From an optimization exercise on the open Yosys and OpenROAD flow, aimed at small area; shortcuts taken in it are not production practice. Function was checked by simulation only, so behaviour that the tests miss may differ from the original. The clock port is modelled as an ideal driver; clocking choices that lean on that would not hold on a real chip. Power and IR drop assume default switching activity.

Design exp7_test5, start of the top module:
module exp7_test5(clk,rst_div,rst,p_1,p_2,p_3,p_4,host,jt,jf,en1,en2,en3,P_LED,ds,a,b,c,d,e,f,g,h,sound,row,col,out_1hz,out_10hz,out_100hz,out_1khz);
Settings: LEC_CHECK=0, CAP_MARGIN=20, CORE_MARGIN=2, CORE_UTILIZATION=40, SLEW_MARGIN=20; clock period 20.0 ns.
run.sh (not shown) runs the stock make flow with config.mk's settings and CLKGATE_MAP_FILE= SYNTH_SCRIPT=/design/flow/synth_recipe.tcl, a recipe that flattens the netlist after the stock synthesis.
Edit:
==> flow/flow/run.sh (new file) <==
#!/bin/bash
# Standard layout, but the port buffers use the smallest buffer cell.
set -euo pipefail
export BUFFER_PORTS_ARGS="-buffer_cell sky130_fd_sc_hd__buf_1"
bash standard.sh > standard.log 2>&1
==> flow/standard.sh (new file) <==
#!/bin/bash
# synth_recipe.tcl (not shown) runs the flow's synth.tcl, then flattens the netlist and writes it again
# the make line also repeats each setting of config.mk as NAME=value (left out here)
make -C /OpenROAD-flow-scripts/flow DESIGN_CONFIG=/design/flow/config.mk WORK_HOME=/design/flow/orfs CLKGATE_MAP_FILE= SYNTH_SCRIPT=/design/flow/synth_recipe.tcl "${@:-finish}"
removed: flow/run.sh
Utilization drops by 4.0 points.
Global-route usage drops by 0.22 points.
Synthesized area does not change.
Setup slack gains 0.70 ns.
Wire length drops slightly.
Design area drops by a little under a tenth.
Worst hold slack is about the same.
Final cell count barely changes.
Edit:
==> flow/flow/run.sh (replaced) <==
#!/bin/bash
# Standard ORFS layout with three changes:
#  - synthesis: same script, but no half/full-adder extraction and an area-oriented
#    ABC script (flow/abc_area_deep.script); registers are mapped exactly as standard;
#  - port buffers use the smallest buffer, sky130_fd_sc_hd__buf_1;
#  - clock tree built from smaller clock buffers, without dummy loads.
set -euo pipefail
W=$(pwd)
S=$W/scripts_synth
mkdir -p "$S"
for f in "$FLOW_HOME"/scripts/*; do ln -sf "$f" "$S/$(basename "$f")"; done
rm -f "$S/synth.tcl" "$S/abc_speed.script"
sed 's/^  \[env_var_exists_and_non_empty ADDER_MAP_FILE\] &&$/  0 \&\&/' "$FLOW_HOME/scripts/synth.tcl" > "$S/synth.tcl"
grep -q '^  0 &&$' "$S/synth.tcl"
cp "$W/flow/abc_area_deep.script" "$S/abc_speed.script"

SCRIPTS_DIR=$S bash standard.sh synth > synth.log 2>&1

export BUFFER_PORTS_ARGS="-buffer_cell sky130_fd_sc_hd__buf_1"
export CTS_ARGS="-sink_clustering_enable -repair_clock_nets -dont_use_dummy_load -buf_list sky130_fd_sc_hd__clkbuf_4 -root_buf sky130_fd_sc_hd__clkbuf_8 -sink_clustering_size 12 -sink_clustering_max_diameter 50"
bash standard.sh > layout.log 2>&1
==> flow/flow/abc_area_deep.script (new file) <==
strash
&get -n
&deepsyn -T 20
&put
dch -f
map -a
strash
dch -f
map -a
topo
What happened:
- The new run completed with no timing, DRC or antenna violations
- non-clock buffer count fell by 1
- clock power goes down by 35%
- synthesized cell count increases by 1.4%
- routed wire length falls by 6.9%
Edit:
--- a/flow/flow/run.sh
+++ b/flow/flow/run.sh
@@ -18,4 +18,4 @@
 
 export BUFFER_PORTS_ARGS="-buffer_cell sky130_fd_sc_hd__buf_1"
-export CTS_ARGS="-sink_clustering_enable -repair_clock_nets -dont_use_dummy_load -buf_list sky130_fd_sc_hd__clkbuf_4 -root_buf sky130_fd_sc_hd__clkbuf_8 -sink_clustering_size 12 -sink_clustering_max_diameter 50"
+export CTS_ARGS="-sink_clustering_enable -repair_clock_nets -dont_use_dummy_load -buf_list sky130_fd_sc_hd__clkbuf_4 -root_buf sky130_fd_sc_hd__clkbuf_4 -sink_clustering_size 10 -sink_clustering_max_diameter 40"
 bash standard.sh > layout.log 2>&1
What happened: Core utilization goes down by 0.84 points; power went down by 11%; final area drops by 1.8%; non-clock buffer count stays the same; sequential power is about the same; register-to-register slack hardly moves; first-iteration DRC count does not change.
Edit:
--- a/flow/flow/run.sh
+++ b/flow/flow/run.sh
@@ -4,5 +4,6 @@
 #    ABC script (flow/abc_area_deep.script); registers are mapped exactly as standard;
 #  - port buffers use the smallest buffer, sky130_fd_sc_hd__buf_1;
-#  - clock tree built from smaller clock buffers, without dummy loads.
+#  - clock tree built from clkbuf_4 cells without dummy loads; after CTS, a clock buffer
+#    whose sinks see a slow edge is upsized (flow/post_cts.tcl).
 set -euo pipefail
 W=$(pwd)
@@ -18,4 +19,5 @@
 
 export BUFFER_PORTS_ARGS="-buffer_cell sky130_fd_sc_hd__buf_1"
-export CTS_ARGS="-sink_clustering_enable -repair_clock_nets -dont_use_dummy_load -buf_list sky130_fd_sc_hd__clkbuf_4 -root_buf sky130_fd_sc_hd__clkbuf_4 -sink_clustering_size 10 -sink_clustering_max_diameter 40"
+export CTS_ARGS="-sink_clustering_enable -repair_clock_nets -dont_use_dummy_load -buf_list sky130_fd_sc_hd__clkbuf_4 -root_buf sky130_fd_sc_hd__clkbuf_4 -sink_clustering_size 20 -sink_clustering_max_diameter 60"
+export POST_CTS_TCL=$W/flow/post_cts.tcl
 bash standard.sh > layout.log 2>&1
==> flow/flow/abc_area_deep.script (replaced) <==
strash
&get -n
&deepsyn -T 20
&put
dch -f
amap -F 5 -A 5
topo
==> flow/flow/post_cts.tcl (new file) <==
estimate_parasitics -placement
set swapped 0
foreach inst [get_cells -quiet clkbuf_*] {
  set ref [get_property $inst ref_name]
  set mx 0
  foreach pin [get_pins -quiet -of_objects [get_nets -of_objects [get_pins -of_objects $inst -filter "direction == output"]] -filter "direction == input"] {
    set s [get_property $pin slew_max]
    if {$s > $mx} { set mx $s }
  }
  if {$mx > 0.090} {
    set big ""
    if {$ref == "sky130_fd_sc_hd__clkbuf_4"} { set big sky130_fd_sc_hd__clkbuf_8 }
    if {$ref == "sky130_fd_sc_hd__clkbuf_8"} { set big sky130_fd_sc_hd__clkbuf_16 }
    if {$big != ""} {
      replace_cell $inst $big
      incr swapped
      puts "post_cts: [get_name $inst] $ref -> $big (sink slew [format %.3f $mx] ns)"
    }
  }
}
if {$swapped > 0} {
  detailed_placement
  check_placement -verbose
  estimate_parasitics -placement
}
The new run passed the timing, design-rule and antenna checks.
Sequential power is about the same.
Non-clock buffer count stays the same.
Setup slack is better by 0.028 ns.
Global-route usage stays flat.
Routed wire length is about the same.
Hold slack improved by 0.0078 ns.
Synthesized area came out lower by 1.3%.
Die area decreases by 1.3%.
Synthesized cell count went down by 4.3%.
Edit:
--- a/flow/flow/run.sh
+++ b/flow/flow/run.sh
@@ -4,6 +4,5 @@
 #    ABC script (flow/abc_area_deep.script); registers are mapped exactly as standard;
 #  - port buffers use the smallest buffer, sky130_fd_sc_hd__buf_1;
-#  - clock tree built from clkbuf_4 cells without dummy loads; after CTS, a clock buffer
-#    whose sinks see a slow edge is upsized (flow/post_cts.tcl).
+#  - clock tree built from smaller clock buffers, without dummy loads.
 set -euo pipefail
 W=$(pwd)
@@ -20,4 +19,3 @@
 export BUFFER_PORTS_ARGS="-buffer_cell sky130_fd_sc_hd__buf_1"
 export CTS_ARGS="-sink_clustering_enable -repair_clock_nets -dont_use_dummy_load -buf_list sky130_fd_sc_hd__clkbuf_4 -root_buf sky130_fd_sc_hd__clkbuf_4 -sink_clustering_size 20 -sink_clustering_max_diameter 60"
-export POST_CTS_TCL=$W/flow/post_cts.tcl
 bash standard.sh > layout.log 2>&1
==> flow/flow/abc_area_deep.script (replaced) <==
strash
&get -n
&deepsyn -T 20
&put
dch -f
map -a
strash
dch -f
map -a
topo
removed: flow/flow/post_cts.tcl
After rerunning:
- The new run completed without violations
- fmax went down slightly
- register-to-register slack degrades by 0.42 ns
- design area grows slightly
- sequential cell count stays the same
- die area increases slightly

---

== main ==
The RTL this note starts from:
==> flow/design.v <==
module exp7_test5(clk,rst_div,rst,p_1,p_2,p_3,p_4,host,jt,jf,en1,en2,en3,P_LED,ds,a,b,c,d,e,f,g,h,sound,row,col,out_1hz,out_10hz,out_100hz,out_1khz);
input clk,rst_div;
input rst,p_1,p_2,p_3,p_4,host,jt,jf;
output en1,en2,en3;
output [3:0]P_LED;
output [7:0]ds;
output a,b,c,d,e,f,g;
output h;
output sound;
output [15:0] row;
output [3:0] col;
output out_1hz,out_10hz,out_100hz,out_1khz;
localparam [14:0] LF_START = 15'h537a;
localparam [14:0] LF_TERM = 15'h7dd5;
localparam [14:0] LF_MASK = 15'h557f;
reg [14:0] lf;
wire term = ((lf & LF_MASK) == (LF_TERM & LF_MASK));
always @(posedge clk)
	if (!rst_div || term) lf <= LF_START;
	else lf <= {~lf[13:0], lf[14] ^ lf[13]};
reg khz, h100, h10, h1;
reg [2:0] ca, cb, cc;
function [2:0] tg5;
	input [2:0] x;
	tg5 = {x[2] | (x[1] & x[0]), x[0], ~x[2]};
endfunction
wire ea = term & khz;
wire eh100 = ea & ca[2];
wire eb = eh100 & h100;
wire eh10 = eb & cb[2];
wire ec = eh10 & h10;
wire eh1 = ec & cc[2];
always @(posedge clk)
	if (!rst_div) begin
		khz <= 1'b0; h100 <= 1'b0; h10 <= 1'b0; h1 <= 1'b0;
		ca <= 3'd0; cb <= 3'd0; cc <= 3'd0;
	end else begin
		khz <= khz ^ term;
		ca <= ca ^ (tg5(ca) & {3{ea}});
		h100 <= h100 ^ eh100;
		cb <= cb ^ (tg5(cb) & {3{eb}});
		h10 <= h10 ^ eh10;
		cc <= cc ^ (tg5(cc) & {3{ec}});
		h1 <= h1 ^ eh1;
	end
wire tick = rst_div & term & ~khz;
assign out_1khz = khz;
assign out_100hz = h100;
assign out_10hz = h10;
assign out_1hz = h1;
reg [1:0] st;
reg [2:0] P;
reg [3:0] s1, s2, s3, s4;
assign en1 = st[0];
assign en2 = st[1];
assign en3 = ~(st[0] | st[1]);
wire anyp = ~(p_1 & p_2 & p_3 & p_4);
wire t1 = P[0] & ~P[1];
wire t2 = P[1] & ~P[0];
wire t3 = P[1] & P[0];
wire t4 = P[2];
assign P_LED = {~t1, ~t2, ~t3, ~t4};
assign sound = anyp & khz;
wire up = ~jt;
wire go1 = tick & st[0] & anyp;
wire go2 = tick & st[1] & ~(jt & jf);
wire go3 = tick & en3 & ~host;
wire [3:0] ss = ({4{t1}} & s1) | ({4{t2}} & s2) | ({4{t3}} & s3) | ({4{t4}} & s4);
wire [3:0] tg;
assign tg[0] = up | (|ss);
assign tg[1] = up ? ss[0] : (~ss[0] & (|ss[3:1]));
assign tg[2] = up ? (&ss[1:0]) : (~|ss[1:0] & (|ss[3:2]));
assign tg[3] = up ? (&ss[2:0]) : (~|ss[2:0] & ss[3]);
wire [3:0] tm = go2 ? tg : 4'd0;
wire o1 = ~p_1 & p_2 & p_3 & p_4;
wire o2 = p_1 & ~p_2 & p_3 & p_4;
wire o3 = p_1 & p_2 & ~p_3 & p_4;
wire o4 = p_1 & p_2 & p_3 & ~p_4;
wire [2:0] Pn = {o4, o2 | o3, o1 | o3};
always @(posedge clk or negedge rst)
	if (!rst) begin
		st <= 2'b00; P <= 3'd0;
		s1 <= 4'd0; s2 <= 4'd0; s3 <= 4'd0; s4 <= 4'd0;
	end else begin
		st <= {go1 | (st[1] & ~go2), go3 | (st[0] & ~go1)};
		P <= go1 ? Pn : go3 ? 3'd0 : P;
		s1 <= s1 ^ (tm & {4{t1}});
		s2 <= s2 ^ (tm & {4{t2}});
		s3 <= s3 ^ (tm & {4{t3}});
		s4 <= s4 ^ (tm & {4{t4}});
	end
reg [2:0] w, wp;
reg [3:0] colr;
assign col = colr;
always @(posedge clk)
	if (!rst_div) begin
		w <= 3'd0; wp <= 3'd0; colr <= 4'd0;
	end else begin
		if (tick) begin
			wp <= w;
			w <= (&s1) ? 3'd1 : (&s2) ? 3'd2 : (&s3) ? 3'd3 : (&s4) ? 3'd4 : 3'd0;
		end
		colr <= colr ^ ({&colr[2:0], &colr[1:0], colr[0], 1'b1} & {4{tick}});
	end
wire W1 = wp[0] & ~wp[1];
wire W2 = wp[1] & ~wp[0];
wire W3 = wp[1] & wp[0];
wire W4 = wp[2];
wire [15:0] cpd;  
genvar gk;
generate for (gk = 0; gk < 16; gk = gk + 1) begin : g_cpd
	assign cpd[gk] = (colr == ((gk + 1) % 16));
end endgenerate
wire pF  = (W1 & cpd[7]) | ((W2 | W3) & cpd[10]) | (W4 & (cpd[3] | cpd[11]));
wire pP2 = (W2 & cpd[4]) | (W3 & cpd[3]);
wire pP3 = W3 & cpd[6];
wire pP4a = W4 & (cpd[4] | cpd[5] | cpd[6]);
wire pP4b = W4 & cpd[7];
wire pP4c = W4 & (cpd[8] | cpd[9] | cpd[10]);
wire [5:0] rc;  
assign rc[5] = pF | pP4a | pP4b | pP4c;
assign rc[4] = pF | pP4b;
assign rc[3] = pF | pP2 | pP4b;
assign rc[2] = pF | pP2 | pP3 | pP4b;
assign rc[1] = pF | pP2 | pP3 | pP4a | pP4b;
assign rc[0] = pF | pP2 | pP3;
assign row = {rc[5], rc[4], rc[3], rc[3], rc[2], rc[1], rc[0], rc[0],
              rc[0], rc[0], rc[1], rc[2], rc[3], rc[3], rc[4], rc[5]};
generate for (gk = 0; gk < 8; gk = gk + 1) begin : g_ds
	assign ds[7 - gk] = (colr[2:0] != gk);
end endgenerate
reg [3:0] sc;
always @(*)
	case (colr[2:1])
		2'd0: sc = s4;
		2'd1: sc = s3;
		2'd2: sc = s2;
		default: sc = s1;
	endcase
reg [6:0] seg;
always @(*)
	case ({colr[0], sc})
		5'd0: seg = 7'b1111110;
		5'd1: seg = 7'b0110000;
		5'd2: seg = 7'b1101101;
		5'd3: seg = 7'b1111001;
		5'd4: seg = 7'b0110011;
		5'd5: seg = 7'b1011011;
		5'd6: seg = 7'b1011111;
		5'd7: seg = 7'b1110000;
		5'd8: seg = 7'b1111111;
		5'd9: seg = 7'b1111011;
		5'd10: seg = 7'b1111110;
		5'd11: seg = 7'b0110000;
		5'd12: seg = 7'b1101101;
		5'd13: seg = 7'b1111001;
		5'd14: seg = 7'b0110011;
		5'd15: seg = 7'b1011011;
		5'd16: seg = 7'b1111110;
		5'd17: seg = 7'b1111110;
		5'd18: seg = 7'b1111110;
		5'd19: seg = 7'b1111110;
		5'd20: seg = 7'b1111110;
		5'd21: seg = 7'b1111110;
		5'd22: seg = 7'b1111110;
		5'd23: seg = 7'b1111110;
		5'd24: seg = 7'b1111110;
		5'd25: seg = 7'b1111110;
		5'd26: seg = 7'b0110000;
		5'd27: seg = 7'b0110000;
		5'd28: seg = 7'b0110000;
		5'd29: seg = 7'b0110000;
		5'd30: seg = 7'b0110000;
		5'd31: seg = 7'b0110000;
		default: seg = 7'b0000000;
	endcase
assign {a,b,c,d,e,f,g} = seg;
assign h = 1'b0;
endmodule
export LEC_CHECK = 0
export CAP_MARGIN = 20
export CORE_MARGIN = 2
export CORE_UTILIZATION = 40
export SLEW_MARGIN = 20
create_clock -name core_clock -period 20.0 [get_ports {clk}]
standard.sh (not shown) runs the stock make flow with config.mk's settings and CLKGATE_MAP_FILE= SYNTH_SCRIPT=/design/flow/synth_recipe.tcl, a recipe that flattens the netlist after the stock synthesis.
==> flow/flow/run.sh <==
#!/bin/bash
# Standard ORFS layout with three changes:
#  - synthesis: same script, but no half/full-adder extraction and an area-oriented
#    ABC script (flow/abc_area_deep.script); registers are mapped exactly as standard;
#  - port buffers use the smallest buffer, sky130_fd_sc_hd__buf_1;
#  - a small two-level clock tree built by flow/clock_tree.tcl in place of TritonCTS's.
set -euo pipefail
W=$(pwd)
S=$W/scripts_synth
mkdir -p "$S"
for f in "$FLOW_HOME"/scripts/*; do ln -sf "$f" "$S/$(basename "$f")"; done
rm -f "$S/synth.tcl" "$S/abc_speed.script"
sed 's/^  \[env_var_exists_and_non_empty ADDER_MAP_FILE\] &&$/  0 \&\&/' "$FLOW_HOME/scripts/synth.tcl" > "$S/synth.tcl"
grep -q '^  0 &&$' "$S/synth.tcl"
cp "$W/flow/abc_area_deep.script" "$S/abc_speed.script"

SCRIPTS_DIR=$S bash standard.sh synth > synth.log 2>&1

export BUFFER_PORTS_ARGS="-buffer_cell sky130_fd_sc_hd__buf_1"
# clock tree: flow/clock_tree.tcl builds it before CTS (root clkbuf_2, 4 clkbuf_8 leaves),
# so TritonCTS finds the clock port driving a single buffer and leaves it alone
export PRE_CTS_TCL=$W/flow/clock_tree.tcl
export CLK_LEAVES=4
export CLK_LEAF_CELL=sky130_fd_sc_hd__clkbuf_8
export CLK_ROOT_CELL=sky130_fd_sc_hd__clkbuf_2
export CTS_ARGS="-clk_nets clk -dont_use_dummy_load"
bash standard.sh > layout.log 2>&1
==> flow/flow/clock_tree.tcl <==
# Hand-built two-level clock tree, run before CTS: clk -> one root buffer -> CLK_LEAVES
# leaf buffers, each driving one cluster of flip-flops (k-means on their placed locations).
set block [ord::get_db_block]
set db [ord::get_db]
set clknet [$block findNet clk]
set nleaf $::env(CLK_LEAVES)
set leafm [$db findMaster $::env(CLK_LEAF_CELL)]
set rootm [$db findMaster $::env(CLK_ROOT_CELL)]
set sinks {}
foreach it [$clknet getITerms] {
  set bb [[$it getInst] getBBox]
  lappend sinks [list $it [expr {([$bb xMin] + [$bb xMax]) / 2.0}] [expr {([$bb yMin] + [$bb yMax]) / 2.0}]]
}
set n [llength $sinks]
# k-means, seeded with sinks spread along the sorted x order
set sorted [lsort -real -index 1 $sinks]
set cx {}; set cy {}
for {set k 0} {$k < $nleaf} {incr k} {
  set s [lindex $sorted [expr {int(($k + 0.5) * $n / $nleaf)}]]
  lappend cx [lindex $s 1]; lappend cy [lindex $s 2]
}
for {set iter 0} {$iter < 50} {incr iter} {
  set asg {}
  foreach s $sinks {
    set best 0; set bd 1e30
    for {set k 0} {$k < $nleaf} {incr k} {
      set d [expr {abs([lindex $s 1] - [lindex $cx $k]) + abs([lindex $s 2] - [lindex $cy $k])}]
      if {$d < $bd} { set bd $d; set best $k }
    }
    lappend asg $best
  }
  set nx {}; set ny {}
  for {set k 0} {$k < $nleaf} {incr k} {
    set sx 0; set sy 0; set c 0
    foreach s $sinks a $asg { if {$a == $k} { set sx [expr {$sx + [lindex $s 1]}]; set sy [expr {$sy + [lindex $s 2]}]; incr c } }
    if {$c > 0} { lappend nx [expr {$sx / $c}]; lappend ny [expr {$sy / $c}] } else { lappend nx [lindex $cx $k]; lappend ny [lindex $cy $k] }
  }
  set cx $nx; set cy $ny
}
set root [odb::dbInst_create $block $rootm clkroot]
set rootnet [odb::dbNet_create $block clknet_root]
$rootnet setSigType CLOCK
set rx 0; set ry 0
for {set k 0} {$k < $nleaf} {incr k} { set rx [expr {$rx + [lindex $cx $k]}]; set ry [expr {$ry + [lindex $cy $k]}] }
$root setLocation [expr {int($rx / $nleaf)}] [expr {int($ry / $nleaf)}]
$root setPlacementStatus PLACED
foreach s $sinks { [lindex $s 0] disconnect }
[$root findITerm A] connect $clknet
[$root findITerm X] connect $rootnet
for {set k 0} {$k < $nleaf} {incr k} {
  set leaf [odb::dbInst_create $block $leafm clkleaf_$k]
  set net [odb::dbNet_create $block clknet_leaf_$k]
  $net setSigType CLOCK
  [$leaf findITerm A] connect $rootnet
  [$leaf findITerm X] connect $net
  $leaf setLocation [expr {int([lindex $cx $k])}] [expr {int([lindex $cy $k])}]
  $leaf setPlacementStatus PLACED
  set c 0
  foreach s $sinks a $asg { if {$a == $k} { [lindex $s 0] connect $net; incr c } }
  puts "clock_tree: leaf $k drives $c sinks"
}
set_propagated_clock [all_clocks]
Other scripts of this flow, unchanged in this note and not shown: flow/flow/abc_area_deep.script
Having completed the whole flow, main delivered a layout that passed the timing, design-rule and antenna checks.
diff inputs: main => the feature branch
--- a/flow/flow/clock_tree.tcl
+++ b/flow/flow/clock_tree.tcl
@@ -1,4 +1,5 @@
 # Hand-built two-level clock tree, run before CTS: clk -> one root buffer -> CLK_LEAVES
-# leaf buffers, each driving one cluster of flip-flops (k-means on their placed locations).
+# leaf buffers, each driving one cluster of flip-flops (k-means on their placed locations,
+# with the clusters kept about the same size).
 set block [ord::get_db_block]
 set db [ord::get_db]
@@ -21,12 +22,31 @@
 }
 for {set iter 0} {$iter < 50} {incr iter} {
+  # balanced assignment: at most cap sinks per leaf, sinks with the most to lose choose first
+  set cap [expr {($n + $nleaf - 1) / $nleaf + 1}]
+  set order {}
+  set i 0
+  foreach s $sinks {
+    set ds {}
+    for {set k 0} {$k < $nleaf} {incr k} {
+      lappend ds [list $k [expr {abs([lindex $s 1] - [lindex $cx $k]) + abs([lindex $s 2] - [lindex $cy $k])}]]
+    }
+    set ds [lsort -real -index 1 $ds]
+    set regret [expr {[lindex $ds 1 1] - [lindex $ds 0 1]}]
+    lappend order [list $i $regret $ds]
+    incr i
+  }
+  set used {}
+  for {set k 0} {$k < $nleaf} {incr k} { lappend used 0 }
   set asg {}
-  foreach s $sinks {
-    set best 0; set bd 1e30
-    for {set k 0} {$k < $nleaf} {incr k} {
-      set d [expr {abs([lindex $s 1] - [lindex $cx $k]) + abs([lindex $s 2] - [lindex $cy $k])}]
-      if {$d < $bd} { set bd $d; set best $k }
+  foreach s $sinks { lappend asg 0 }
+  foreach o [lsort -real -decreasing -index 1 $order] {
+    foreach d [lindex $o 2] {
+      set k [lindex $d 0]
+      if {[lindex $used $k] < $cap} {
+        lset used $k [expr {[lindex $used $k] + 1}]
+        lset asg [lindex $o 0] $k
+        break
+      }
     }
-    lappend asg $best
   }
   set nx {}; set ny {}
[summary]
Status | the feature branch and main | clean
Re synthesized area: no difference whatsoever between main and the feature branch.
main -> the feature branch: fmax flat
Share of synthesized cell area in and, or, nand and nor gates came out exactly the same in the feature branch and main.
Taking the feature branch over main, the first-iteration DRC count ratio works out to 1.15.
main has lower part of the total power dissipated in the clock network than the feature branch.
| worst setup slack | the feature branch vs main | better |
| reported clock group power | higher: the feature branch |

-- separate check: timing with driven ports --
The results above use ideal ports. As a check the final layouts listed here were re-extracted and re-timed, cells and wires unchanged. Step 1: set_driving_cell puts a clkbuf_16 on clk and a buf_2 on each other input, an assumption about the parent block. Step 2 moves the port delays by t, midway between the first and last clock arrival at a register: inputs arrive t later, outputs are due t later. That takes back most of the time a late clock gives input paths. a / b / c = no drivers / after step 1 / after step 2; a / b = the first two.
| run | shift t [ns] | slack for setup (ns) | worst hold slack (ns) | worst data-port slew with drivers (ns) | pins driven straight from the clock port |
|---|---|---|---|---|---|
| the first run of note 1 | 0.345 | 10.599 / 10.576 / 10.576 | 0.365 / 0.365 / 0.365 | 0.04 | 1 |
| the second run of note 1 | 0.359 | 11.302 / 11.278 / 11.278 | 0.368 / 0.368 / 0.368 | 0.03 | 1 |
| the third run of note 1 | 0.361 | 11.381 / 11.356 / 11.356 | 0.368 / 0.368 / 0.368 | 0.03 | 1 |
| the fourth run of note 1 | 0.424 | 11.391 / 11.367 / 11.367 | 0.357 / 0.357 / 0.357 | 0.03 | 1 |
| the fifth run of note 1 | 0.344 | 11.420 / 11.398 / 11.398 | 0.365 / 0.365 / 0.365 | 0.03 | 1 |
| the sixth run of note 1 | 0.424 | 11.391 / 11.367 / 11.367 | 0.357 / 0.357 / 0.357 | 0.03 | 1 |
| main | 0.416 | 11.357 / 11.335 / 11.335 | 0.353 / 0.353 / 0.353 | 0.03 | 1 |
| the feature branch | 0.426 | 11.360 / 11.338 / 11.338 | 0.366 / 0.366 / 0.366 | 0.03 | 1 |
After both steps every run listed still meets setup and hold. For the third run of note 1, which loses most, drivers alone change the setup slack by -0.025 ns; drivers and shift together by -0.025 ns.
